Context: an optimization exercise on an open-source flow, tuned for small area, a short achievable clock period and few clock cycles. The choices shown serve that exercise and are no tape-out recipe. Only simulation tests tie the RTL to the original design; equivalence was not proved. Power and IR drop assume default switching activity.

==> flow/design.v <==
  localparam R_TYPE = 7'b0110011;
  localparam I_TYPE = 7'b0010011;
  localparam LOAD   = 7'b0000011;
  localparam STORE  = 7'b0100011;
module riscv_top #(
    parameter IM_DEPTH = 64,
    parameter RF_DEPTH = 32,
    parameter SM_DEPTH = 32
) (
    input  logic clk_100MHz,
    input  logic reset,
    input  logic Memory_Initialization,
    input  logic [($clog2(IM_DEPTH<<2))-1:0] writeAddr_IM,
    input  logic [31:0] writeData_IM,
    input  logic writeEn_IM,
    input  logic [($clog2(SM_DEPTH<<2))-1:0] writeAddr_SM_TB,
    input  logic [31:0] writeData_SM_TB,
    input  logic writeEn_SM_TB,
    output logic        rf_we,
    output logic [4:0]  rf_waddr,
    output logic [31:0] rf_wdata,
    output logic        sm_we,
    output logic [4:0]  sm_waddr,
    output logic [31:0] sm_wdata
);
  localparam R_TYPE = 7'b0110011;
  localparam I_TYPE = 7'b0010011;
  localparam LOAD   = 7'b0000011;
  localparam STORE  = 7'b0100011;
    logic        rst_q, mi_q;
    logic        im_we_q;
    logic [5:0]  im_wa_q;
    logic [25:0] im_wd_q;
    logic        sm_we_q;
    logic [4:0]  sm_wa_q;
    logic [31:0] sm_wd_q;
    logic [6:0]  in_op;
    logic [31:0] in_m;
    assign in_op = writeData_IM[6:0];
    always_comb begin
        in_m = writeData_IM;
        if (in_op == LOAD) begin
            in_m[14:12] = 3'd0;
        end else if (in_op == STORE) begin
            in_m[14:12] = 3'd1;
        end else if (in_op != I_TYPE) begin
            in_m[29:27] = writeData_IM[14:12];
            in_m[14:12] = 3'd2;
            if (in_op != R_TYPE) in_m[11:7] = 5'd0;
        end
    end
    assign rst_q   = reset;
    assign mi_q    = Memory_Initialization;
    assign im_we_q = writeEn_IM;
    assign im_wa_q = writeAddr_IM[7:2];
    assign im_wd_q = {in_m[31:7], in_op == I_TYPE};
    assign sm_we_q = writeEn_SM_TB;
    assign sm_wa_q = writeAddr_SM_TB[6:2];
    assign sm_wd_q = writeData_SM_TB;
    logic run;
    assign run = ~rst_q & ~mi_q;
    logic [25:0] imem [0:63];
    logic [25:0] im_rd;
    logic [7:0]  pc_lo, pc_hi;
    always_comb begin
        im_rd = '0;
        for (int k = 0; k < 64; k++) im_rd = im_rd | (imem[k] & {26{pc_hi[k/8] & pc_lo[k%8]}});
    end
    function automatic logic [3:0] dec2(input logic [1:0] v);
        dec2 = 4'd1 << v;
    endfunction
    function automatic logic [7:0] dec3(input logic [2:0] v);
        dec3 = 8'd1 << v;
    endfunction
    always_ff @(posedge clk_100MHz) begin
        if (im_we_q) imem[im_wa_q] <= im_wd_q;
    end
    logic [25:0] ir;
    logic [3:0]  rs1_lo, rs2_lo;    
    logic [7:0]  rs1_hi, rs2_hi;
    logic        vD;
    logic [31:0] a_x, b_x;
    logic [4:0]  rd_x, addr_x;
    logic [3:0]  ad_lo;             
    logic [7:0]  ad_hi;
    logic        we_x, st_x, ld_x;
    logic        k_add, k_inv, k_sll, k_sr, k_sra, k_slt, k_sltu, k_xor, k_or, k_and;
    logic [31:0] r_w;
    logic [4:0]  rd_w;           
    logic        we_w, st_w;
    logic [31:0] res;            
    logic [31:0] rf [1:31];
    logic [31:0] rvalid;
    logic [31:0] dmem [0:31];
    logic [31:0] dvalid;
    always_ff @(posedge clk_100MHz) begin
        if (rst_q)     rvalid <= '0;
        else if (we_w) rvalid[rd_w] <= 1'b1;
    end
    genvar gi;
    generate
        for (gi = 1; gi < 32; gi++) begin : g_rf
            always_ff @(posedge clk_100MHz) begin
                if (we_w && rd_w == gi) rf[gi] <= r_w;
            end
        end
    endgenerate
    logic        dm_we;
    logic [4:0]  dm_wa;
    logic [31:0] dm_wd;
    assign dm_we = sm_we_q | st_w;
    assign dm_wa = sm_we_q ? sm_wa_q : rd_w;
    assign dm_wd = sm_we_q ? sm_wd_q : r_w;
    always_ff @(posedge clk_100MHz) begin
        if (rst_q)      dvalid <= '0;
        else if (dm_we) dvalid[dm_wa] <= 1'b1;
    end
    always_ff @(posedge clk_100MHz) begin
        if (dm_we) dmem[dm_wa] <= dm_wd;
    end
    logic [4:0]  rd, rs1, rs2;
    logic [2:0]  f3;
    logic        b30;
    logic [11:0] imm_i, imm_s;
    logic        is_r, is_i, is_l, is_s, is_alu;
    logic        stall;
    assign is_i   = ir[0];
    assign is_s   = ~ir[0] & ir[6];
    assign is_r   = ~ir[0] & ir[7];
    assign is_l   = ~ir[0] & ~ir[6] & ~ir[7];
    assign rd     = ir[5:1];
    assign f3     = ir[0] ? ir[8:6] : ir[23:21];
    assign rs1    = ir[13:9];
    assign rs2    = ir[18:14];
    assign b30    = ir[24];
    assign imm_i  = ir[25:14];
    assign imm_s  = {ir[25:19], ir[5:1]};
    assign is_alu = is_r | is_i;
    assign stall = vD & (is_l | is_s) & we_x & (rd_x == rs1);
    logic [31:0] rf1, rf2, a_d, b_d;
    always_comb begin
        rf1 = '0;
        rf2 = '0;
        for (int k = 1; k < 32; k++) begin
            rf1 = rf1 | (rf[k] & {32{rs1_hi[k/4] & rs1_lo[k%4]}});
            rf2 = rf2 | (rf[k] & {32{rs2_hi[k/4] & rs2_lo[k%4]}});
        end
    end
    assign a_d = (we_w && rd_w == rs1) ? r_w : (rvalid[rs1] ? rf1 : 32'd0);
    assign b_d = (we_w && rd_w == rs2) ? r_w : (rvalid[rs2] ? rf2 : 32'd0);
    logic [3:0]  sel;
    logic [6:0]  addr_sum;
    logic        go, inv_d, fwda_d, fwdb_d;
    assign sel      = is_r ? {b30, f3} : ((f3 == 3'd1 || f3 == 3'd5) ? {b30, f3} : {1'b0, f3});
    logic [6:0]  imm7, sum_rf, sum_bp;
    logic        byp1, val1;
    assign imm7     = is_s ? imm_s[6:0] : imm_i[6:0];
    assign sum_rf   = rf1[6:0] + imm7;
    assign sum_bp   = r_w[6:0] + imm7;
    assign byp1     = we_w && rd_w == rs1;
    assign val1     = rvalid[rs1];
    assign addr_sum = byp1 ? sum_bp : (val1 ? sum_rf : imm7);
    assign go       = run & vD & ~stall;
    assign inv_d    = is_alu && (sel == 4'd8 || sel == 4'd2 || sel == 4'd3);
    assign fwda_d   = we_x && (rd_x == rs1);
    assign fwdb_d   = we_x && (rd_x == rs2);
    always_ff @(posedge clk_100MHz) begin
        if (!run) begin
            pc_lo <= 8'd1;
            pc_hi <= 8'd1;
            vD    <= 1'b0;
        end else if (!stall) begin
            pc_lo <= {pc_lo[6:0], pc_lo[7]};
            if (pc_lo[7]) pc_hi <= {pc_hi[6:0], pc_hi[7]};
            vD    <= 1'b1;
        end
        if (!stall) begin
            ir     <= im_rd;
            rs1_lo <= dec2(im_rd[10:9]);
            rs1_hi <= dec3(im_rd[13:11]);
            rs2_lo <= dec2(im_rd[15:14]);
            rs2_hi <= dec3(im_rd[18:16]);
        end
    end
    always_ff @(posedge clk_100MHz) begin
        a_x    <= fwda_d ? res : a_d;
        if (is_i | is_l)
            b_x <= {{20{imm_i[11]}}, imm_i} ^ {32{inv_d}};
        else
            b_x <= (fwdb_d ? res : b_d) ^ {32{inv_d}};
        rd_x   <= rd;
        addr_x <= addr_sum[6:2];
        ad_lo  <= byp1 ? dec2(sum_bp[3:2]) : (val1 ? dec2(sum_rf[3:2]) : dec2(imm7[3:2]));
        ad_hi  <= byp1 ? dec3(sum_bp[6:4]) : (val1 ? dec3(sum_rf[6:4]) : dec3(imm7[6:4]));
        if (!go) begin
            we_x <= 1'b0; st_x <= 1'b0; ld_x <= 1'b0;
            k_add <= 1'b0; k_inv <= 1'b0; k_sll <= 1'b0; k_sr <= 1'b0; k_sra <= 1'b0;
            k_slt <= 1'b0; k_sltu <= 1'b0; k_xor <= 1'b0; k_or <= 1'b0; k_and <= 1'b0;
        end else begin
            we_x   <= (is_alu | is_l) && (rd != 5'd0);
            st_x   <= is_s;
            ld_x   <= is_l;
            k_add  <= is_alu && (sel == 4'd0 || sel == 4'd8);
            k_inv  <= inv_d;
            k_sll  <= is_alu && (sel == 4'd1);
            k_sr   <= is_alu && (sel == 4'd5 || sel == 4'd13);
            k_sra  <= is_alu && (sel == 4'd13);
            k_slt  <= is_alu && (sel == 4'd2);
            k_sltu <= is_alu && (sel == 4'd3);
            k_xor  <= is_alu && (sel == 4'd4);
            k_or   <= is_alu && (sel == 4'd6);
            k_and  <= is_alu && (sel == 4'd7);
        end
    end
    logic [31:0] sum, sll_r, sr_r, dm_rd, ld_data;
    logic        cout, lt_u, lt_s;
    logic [4:0]  sh;
    assign {cout, sum} = {1'b0, a_x} + {1'b0, b_x} + {32'd0, k_inv};
    assign lt_u  = ~cout;
    assign lt_s  = (a_x[31] == b_x[31]) ? a_x[31] : sum[31];    
    assign sh    = b_x[4:0];
    assign sll_r = a_x << sh;
    logic signed [32:0] sr_in, sr_out;
    assign sr_in  = {k_sra & a_x[31], a_x};
    assign sr_out = sr_in >>> sh;
    assign sr_r   = sr_out[31:0];
    always_comb begin
        dm_rd = '0;
        for (int k = 0; k < 32; k++) dm_rd = dm_rd | (dmem[k] & {32{ad_hi[k/4] & ad_lo[k%4]}});
    end
    assign ld_data = (st_w && rd_w == addr_x) ? r_w : (dvalid[addr_x] ? dm_rd : 32'd0);
    assign res = ({32{k_add}}  & sum)
               | ({32{k_sll}}  & sll_r)
               | ({32{k_sr}}   & sr_r)
               | ({32{k_slt}}  & {31'd0, lt_s})
               | ({32{k_sltu}} & {31'd0, lt_u})
               | ({32{k_xor}}  & (a_x ^ b_x))
               | ({32{k_or}}   & (a_x | b_x))
               | ({32{k_and}}  & (a_x & b_x))
               | ({32{ld_x}}   & ld_data)
               | ({32{st_x}}   & b_x);
    always_ff @(posedge clk_100MHz) begin
        if (we_x | st_x) begin
            r_w  <= res;
            rd_w <= st_x ? addr_x : rd_x;
        end
        we_w <= we_x;            
        st_w <= st_x;
    end
    logic        o_rfwe, o_smwe;
    logic [4:0]  o_addr;
    logic [31:0] o_data;
    always_ff @(posedge clk_100MHz) begin
        o_rfwe <= run & we_x;
        o_smwe <= run & st_x;
        o_addr <= st_x ? addr_x : rd_x;
        o_data <= res;
    end
    assign rf_we    = o_rfwe;
    assign rf_waddr = o_addr;
    assign rf_wdata = o_data;
    assign sm_we    = o_smwe;
    assign sm_waddr = o_addr;
    assign sm_wdata = o_data;
endmodule
==> flow/flow/run.sh <==
#!/bin/bash
set -euo pipefail
MARGIN=6.5
bash standard.sh synth > synth.log 2>&1
bash standard.sh "BUFFER_PORTS_ARGS=-buffer_cell sky130_fd_sc_hd__buf_4" "SETUP_SLACK_MARGIN=$MARGIN" finish > layout.log 2>&1
==> flow/standard.sh <==
#!/bin/bash
# synth_recipe.tcl (not shown) runs the flow's synth.tcl, then flattens the netlist and writes it again
# the make line also repeats each setting of config.mk as NAME=value (left out here)
make -C /OpenROAD-flow-scripts/flow DESIGN_CONFIG=/design/flow/config.mk WORK_HOME=/design/flow/orfs CLKGATE_MAP_FILE= SYNTH_SCRIPT=/design/flow/synth_recipe.tcl "${@:-finish}"
==> flow/config.mk <==
export PLATFORM = sky130hd
export DESIGN_NAME = riscv_top
export DESIGN_NICKNAME = riscv_top
export VERILOG_FILES = /design/flow/design.v
export SDC_FILE = /design/flow/constraint.sdc
export NUM_CORES = 4
export LEC_CHECK = 0
export CAP_MARGIN = 20
export CORE_MARGIN = 2
export CORE_UTILIZATION = 45
export CTS_CLUSTER_DIAMETER = 80
export CTS_CLUSTER_SIZE = 25
export SLEW_MARGIN = 20
==> flow/constraint.sdc <==
create_clock -name core_clock -period 10.0 [get_ports {clk_100MHz}]
set_input_delay 2.0000 -clock core_clock [delete_from_list [all_inputs] [get_ports {clk_100MHz}]]
set_output_delay 2.0000 -clock core_clock [all_outputs]
set_load 0.01 [all_outputs]
==> results of run 1 <==
==> layer usage <==
layer  share of wire  global-route usage  up-vias
met4           0.077               0.224       30
met2            0.42               0.549    11500
met3            0.16               0.116     2583
met1            0.34               0.495    57500
li1                -                   -    41200
met5         0.00028                   0        -
==> synth_stat cells, types with 153 or more instances <==
library cell and instances:
a21oi_1 220, a221oi_1 871, a22o_1 898, a22oi_1 418, and2_1 153, clkbuf_1 557
dfxtp_1 221, edfxtp_1 3767, nand2_1 233, nand3_1 187, nand4_1 286, nor2_1 367
==> power breakdown <==
group          switching, uW  internal (uW)  leakage [uW]
registers               99.3          18300        0.0352
clock network           5430           3740       0.00273
logic                   1180            507        0.0167
total                   6710          22500        0.0546
==> sequential cells by signal, summed over array words and instances (netlist names), 26 cells and up <==
name / flops
rf: 992
rvalid: 32
imem: 1664
dvalid: 32
b_x: 32
r_w: 32
o_data: 32
dmem: 1024
ir: 26
a_x: 32
==> cell type report <==
class                           count  area [sq um]  share of cell area
Sequential cell                  3988        118000               0.666
Multi-Input combinational cell   4910         40000               0.227
Timing Repair Buffer              735          6970              0.0395
Tap cell                         4599          5750              0.0326
Clock buffer                      235          5120              0.0290
Clock inverter                     50           515             0.00292
Inverter                          121           503             0.00285
Antenna cell                       22          55.1            0.000312
Timing Repair inverter              1          5.00           0.0000283
==> worst max-delay path by stage <==
stage | start | slack (ps) | to
detailed placement | b_x[4] | 4960 | b_x[30]
CTS | rs1_lo[2] | 6150 | ad_hi[7]
global placement | b_x[4] | 4990 | b_x[30]
finish | rs1_lo[0] | 6000 | ad_hi[7]
floorplan | writeEn_SM_TB | 6150 | dmem[10][0]
global route | rs1_lo[1] | 5980 | ad_hi[7]
==> metrics by stage <==
stage / setup slack (ps) / cell area (sq um) / hold WS [ps] / utilization / cells
2_1_floorplan: 6150 / 159000 / 359 / - / 9768
3_3_place_gp: 4990 / 167000 / 389 / 0.476 / 14100
3_5_place_dp: 4960 / 167000 / 394 / 0.476 / 14100
4_1_cts: 6150 / 175000 / 417 / 0.502 / 14600
5_1_grt: 5980 / 177000 / 428 / 0.505 / 14600
6_report: 6000 / 177000 / 417 / 0.505 / 14700
==> cell families (layout without fill, tap and decap cells) <==
family,count (synthesis),count (layout),synth area share
AOI/OAI and AO/OA,2942,2943,0.150
adders and majority gates,86,86,0.00689
muxes,221,221,0.0222
other,0,22,0
buffers and inverters,873,1142,0.0221
and+or+nand+nor,1573,1575,0.0513
xor gates and xnor gates,85,85,0.00470
DFF,3988,3988,0.743
==> repair_timing <==
item | CTS | global route
resized for setup | 427 | 167
cloned | 15 | 3
pin swaps | 50 | 42
setup endpoints to repair | 534 | 483
setup buffers | 134 | 49
==> results_dict.tcl, run 1 <==
set metrics [dict create \
    critPathLaunchType "register" \
    synth_top_area_frac 0.715 \
    post_drt_wl_per_cell_microns 47.0 \
    hold_end "rd_x[2]" \
    vdd_ir_drop_max_v 0.000169 \
    syn_avg_cell_area_sq_um 16.2 \
    status "timing/DRC/antenna clean" \
    drt-total-wl_microns 689000 \
    power_density_mw_per_mm2 165 \
    die_x_microns 597 \
    grt_overflow_total 0 \
    ios 160 \
    die-height_microns 597 \
    finalCritPeriodShare 0.400 \
    cp.arrival_ps 4900 \
    dieArea_sq_mm 0.357 \
    synth_edf_count 3767 \
    htreeDepth 4 \
    fillCellCount 28600 \
    rows 217 \
    dr.pass1.iters 8 \
    crit_type "register to register" \
    synth_warnings 2 \
    rr_endpoint "ad_hi[7]" \
    antenna_found_initial 45 \
    min_path_cells 0 \
    end_kind "register" \
    ant_nets 0 \
    cts_buffer_depth 4 \
    path_clk_slew_ps 100 \
    synth_area_sq_mm 0.158 \
    ys_seq_elements 3988 \
    track_usage 0.376 \
    synthArstFlopShare 0 \
    total_power_uw 29200 \
    place_hpwl_microns 357000 \
    crit_path_top_delay_cell "or4_4" \
    r2r-start "rs1_lo[0]" \
    critPathMaxStageDelay_ps 590 \
    synthTopCellsByArea "edfxtp_1 (71%), a22o_1 (5.0%), a221oi_1 (4.8%)" \
    place_congestion 0.935 \
    synth_largest_area_cell "edfxtp_1" \
    rr_worst_depth 12 \
    layout_commonest_cell "edfxtp_1" \
    vias_per_cell 7.69 \
    drtIter0Drc 23600 \
    clock.fmax_mhz 250 \
    cts_root_buf "clkbuf_16" \
    drv_slew 0 \
    clkLatencyLatePin_ps 1020 \
    cp_num_cells 12 \
    relSlewSlack 0.215 \
    drc 0 \
    cts_hold_buffers 0 \
    leakagePower_uw 0.0546 \
    synthToLayoutAreaGrowth_pct 11.6 \
    numCtsBuffers 193 \
    setup_viol 0 \
    cts_sinks 3988 \
    critPathTopFamily "simple AND/OR/NAND/NOR gates" \
    start_util 0.453 \
    hold_viol_final 0 \
    vias 113000 \
    critPathBufInv 1 \
    fin_skew_ps 92.7 \
    grt_pass1_wl_microns 910000 \
    drive_gt1_frac 0.172 \
    worst_pin_slew_ps 1180 \
    synth_cells 9768 \
    reg2reg_slack_ps 6000 \
    rsz0062_at_grt "true" \
    ys_seq_area_frac 0.743 \
    layout_common_cells "edfxtp_1 (3,767), a22o_1 (898), a221oi_1 (851), buf_4 (563), a22oi_1 (415)" \
    cts_tree "yes" \
    grt_pass1_vias 104000 \
    drv_cap 0 \
    setup_tns_ps 0 \
    cp_max_fo 10 \
    synth_nets 9938 \
    worstPathCellList "buf_6 -> and2_2 -> a22oi_1 -> nand3_1 -> or4_4 -> ha_4 -> a21oi_4 -> a21oi_2 -> o41a_1 -> or4b_4 -> o2111ai_4 -> and3_4" \
    hp-start "ir[3]" \
    worstPathRequired_ps 10900 \
    grt_max_degree 66 \
    hold_path_class "register to register" \
    fin_crit_ps 4000 \
    portBuffers 155 \
    synth.distinct_cells 85 \
    core_region_area_sq_mm 0.350 \
    synth_ff_type "edfxtp_1" \
    nets 10100 \
]
Testbench counts, summed over its fixed seeds: cycles 9,420.
==> run 2, diff against run 1 <==
--- a/flow/flow/run.sh
+++ b/flow/flow/run.sh
@@ -2,3 +2,3 @@
 set -euo pipefail
-MARGIN=6.5
+MARGIN=6.7
 bash standard.sh synth > synth.log 2>&1
==> run 2 against run 1 <==
Effect of this change:
- still clean
- first-iteration DRC count increased by 1.9%
- non-clock buffer count increased by 56
- global-route usage increased by 0.071 points
- power increased by 0.56%
- sequential power about the same
- clock skew decreased by 3.4 ps
- critical path type unchanged
- critical endpoint is now ad_hi[3]
- largest cell class unchanged
- highest routed layer unchanged
==> results_dict.tcl, run 2 <==
set metrics [dict create \
    die_x_microns 597 \
    ys_seq_elements 3988 \
    power_density_mw_per_mm2 165 \
    hold_viol_final 0 \
    hold_path_class "register to register" \
    vdd_ir_drop_max_v 0.000205 \
    leakagePower_uw 0.0553 \
    track_usage 0.377 \
    start_util 0.453 \
    largest_reg_flops 1664 \
    top_register "imem" \
    synth_cells 9768 \
    reg_top3 "imem (1664), dmem (1024), rf (992)" \
    htreeDepth 4 \
    ios 160 \
    synth_edf_count 3767 \
    setup_tns_ps 0 \
    synth_largest_area_cell "edfxtp_1" \
    rsz0062_at_grt "true" \
    fin_crit_ps 4090 \
    grt_overflow_total 0 \
    dp.cells 14100 \
    yosysMostFrequentCell "edfxtp_1" \
    grt_max_degree 66 \
    numCtsBuffers 194 \
    drc 0 \
    synth_ff_type "edfxtp_1" \
    place_congestion 0.944 \
    setup_viol 0 \
    clkLatencyLatePin_ps 1020 \
    final_cells 14700 \
    finalCritPeriodShare 0.409 \
    dieArea_sq_mm 0.357 \
    place_hpwl_microns 353000 \
    worst_pin_slew_ps 1190 \
    cts_sinks 3988 \
    fin_skew_ps 89.4 \
    fin_ws_ps 5910 \
    grt_pass1_vias 104000 \
    synth_area_sq_mm 0.158 \
    cp_max_fo 6 \
    cts_hold_buffers 0 \
    layout_common_cells "edfxtp_1 (3,767), a22o_1 (898), a221oi_1 (850), buf_4 (549), a22oi_1 (412)" \
    worstPathRequired_ps 10850 \
    synth_warnings 2 \
    cts_tree "yes" \
    status "timing/DRC/antenna clean" \
    drv_cap 0 \
    synthTopCellsByArea "edfxtp_1 (71%), a22o_1 (5.0%), a221oi_1 (4.8%)" \
    dp_slack_ps 4390 \
    synth_top_area_frac 0.715 \
    synthTopCellsByCount "edfxtp_1 (3,767), a22o_1 (898), a221oi_1 (871)" \
    cp.arrival_ps 4940 \
    vias_per_cell 7.65 \
    hold_slack_ps 423 \
    core_region_area_sq_mm 0.350 \
    rows 217 \
    clock.fmax_mhz 245 \
    synthToLayoutAreaGrowth_pct 12.6 \
    fillCellCount 28400 \
    layout_commonest_cell "edfxtp_1" \
    cts_buffer_depth 4 \
    critPathLaunchType "register" \
    antenna_found_initial 39 \
    dr.pass1.iters 13 \
    drt-total-wl_microns 693000 \
    cts_root_buf "clkbuf_16" \
    synth.distinct_cells 85 \
    drtIter0Drc 24000 \
    syn_avg_cell_area_sq_um 16.2 \
    post_drt_wl_per_cell_microns 47.1 \
    drive_gt1_frac 0.185 \
    crit_type "register to register" \
    nets 10200 \
    synthArstFlopShare 0 \
    ant_nets 0 \
    die-height_microns 597 \
    ys_seq_area_frac 0.743 \
    fin_util 0.510 \
    relSlewSlack 0.209 \
    drv_slew 0 \
    vias 113000 \
    path_clk_slew_ps 110 \
    grt_pass1_wl_microns 911000 \
    portBuffers 155 \
    end_kind "register" \
    synth_nets 9938 \
]
run 2: cell families (layout without fill, tap and decap cells):
family,count (synthesis),count (layout),synth area share
adders and majority gates,86,86,0.00689
AOI/OAI and AO/OA,2942,2943,0.150
DFF,3988,3988,0.743
xor gates and xnor gates,85,85,0.00470
buffers and inverters,873,1206,0.0221
and+or+nand+nor,1573,1577,0.0513
muxes,221,221,0.0222
other,0,27,0
run 2: cell type report:
cell class,count,area (sq um),share of cell area
diodes,27,67.6,0.000379
multi-input cells,4912,40500,0.227
repair inverters,1,8.76,0.0000492
flip-flops and latches,3988,118000,0.661
clock buffers,249,5190,0.0291
well taps,4599,5750,0.0323
inverters,121,494,0.00277
clock inverters,44,577,0.00324
repair buffers,791,7870,0.0442
run 2: power by group:
part | internal (uW) | total (uW) | leakage (uW) | switching (uW)
combinational | 539 | 1750 | 0.0173 | 1210
sequential | 18300 | 18400 | 0.0352 | 96.0
clock | 3820 | 9290 | 0.00278 | 5470
total | 22600 | 29400 | 0.0553 | 6770
run 2: final timing paths:
kind / from / to / slack [ps] / cells after the start
setup / recovery: rs1_hi[0] / ad_hi[3] / 5910 / 13
setup reg to reg: rs1_hi[0] / ad_hi[3] / 5910 / 13
hold reg to reg: we_x / we_w / 420 / 0
hold / removal: we_x / we_w / 420 / 0
run 2: stage by stage:
stage                     area [sq um]  power (uW)
after global routing            178000       29900
final                           178000       29400
after global placement          167000       20200
after CTS                       177000       29200
after detailed placement        167000       20200
after floorplan                 160000       19500
run 2: routing by layer:
metal	wire, microns	part of all wire	track usage
met2	290000	0.42	0.546
met1	234000	0.34	0.494
met3	114000	0.16	0.123
met4	55500	0.080	0.229
met5	275	0.00040	0
run 2: worst max-delay path, cell delays in order, from the launching register on:
cell and delay (ps):
edfxtp_1 540, and2_4 270, buf_4 230, a22oi_1 240, nand4_1 140, or4_4 670
ha_4 310, a21oi_4 160, a21oi_2 80, o41a_1 420, or4b_4 580, buf_4 170
o2111ai_4 90, nor3_1 70
run 2: timing repair:
action                                 4_1_cts  5_1_grt
cloned                                      13        4
pin swaps                                   85       58
endpoints found under the hold margin        0        0
gates resized for setup                    617      187
setup buffers                              197       52
setup endpoints to repair                 1731      378

-- static timing again, ports no longer ideal --
In the flow no input, the clock included, has a driving cell. The finished layouts below were timed again as built, in two steps. Step 1 assumes that a clkbuf_16 drives the clock port and a buf_2 every other input. Step 2, shift: input delay + t, output delay - t, t = (earliest + latest rising clock arrival at the registers) / 2. This alone moves slack from input paths to output paths. Three values: no drivers, after step 1, after step 2; two values: the first two.
| run | shift t [ns] | slack for setup (ns) | worst data-port slew with drivers (ns) |
|---|---|---|---|
| run 1 | 1.080 | 5.996 / 5.996 / 5.495 | 0.25 |
| run 2 | 1.099 | 5.911 / 5.911 / 5.677 | 0.22 |
After both steps every run listed still meets setup and hold. For run 1, which loses most, drivers alone change the setup slack by 0.000 ns; drivers and shift together by -0.501 ns.
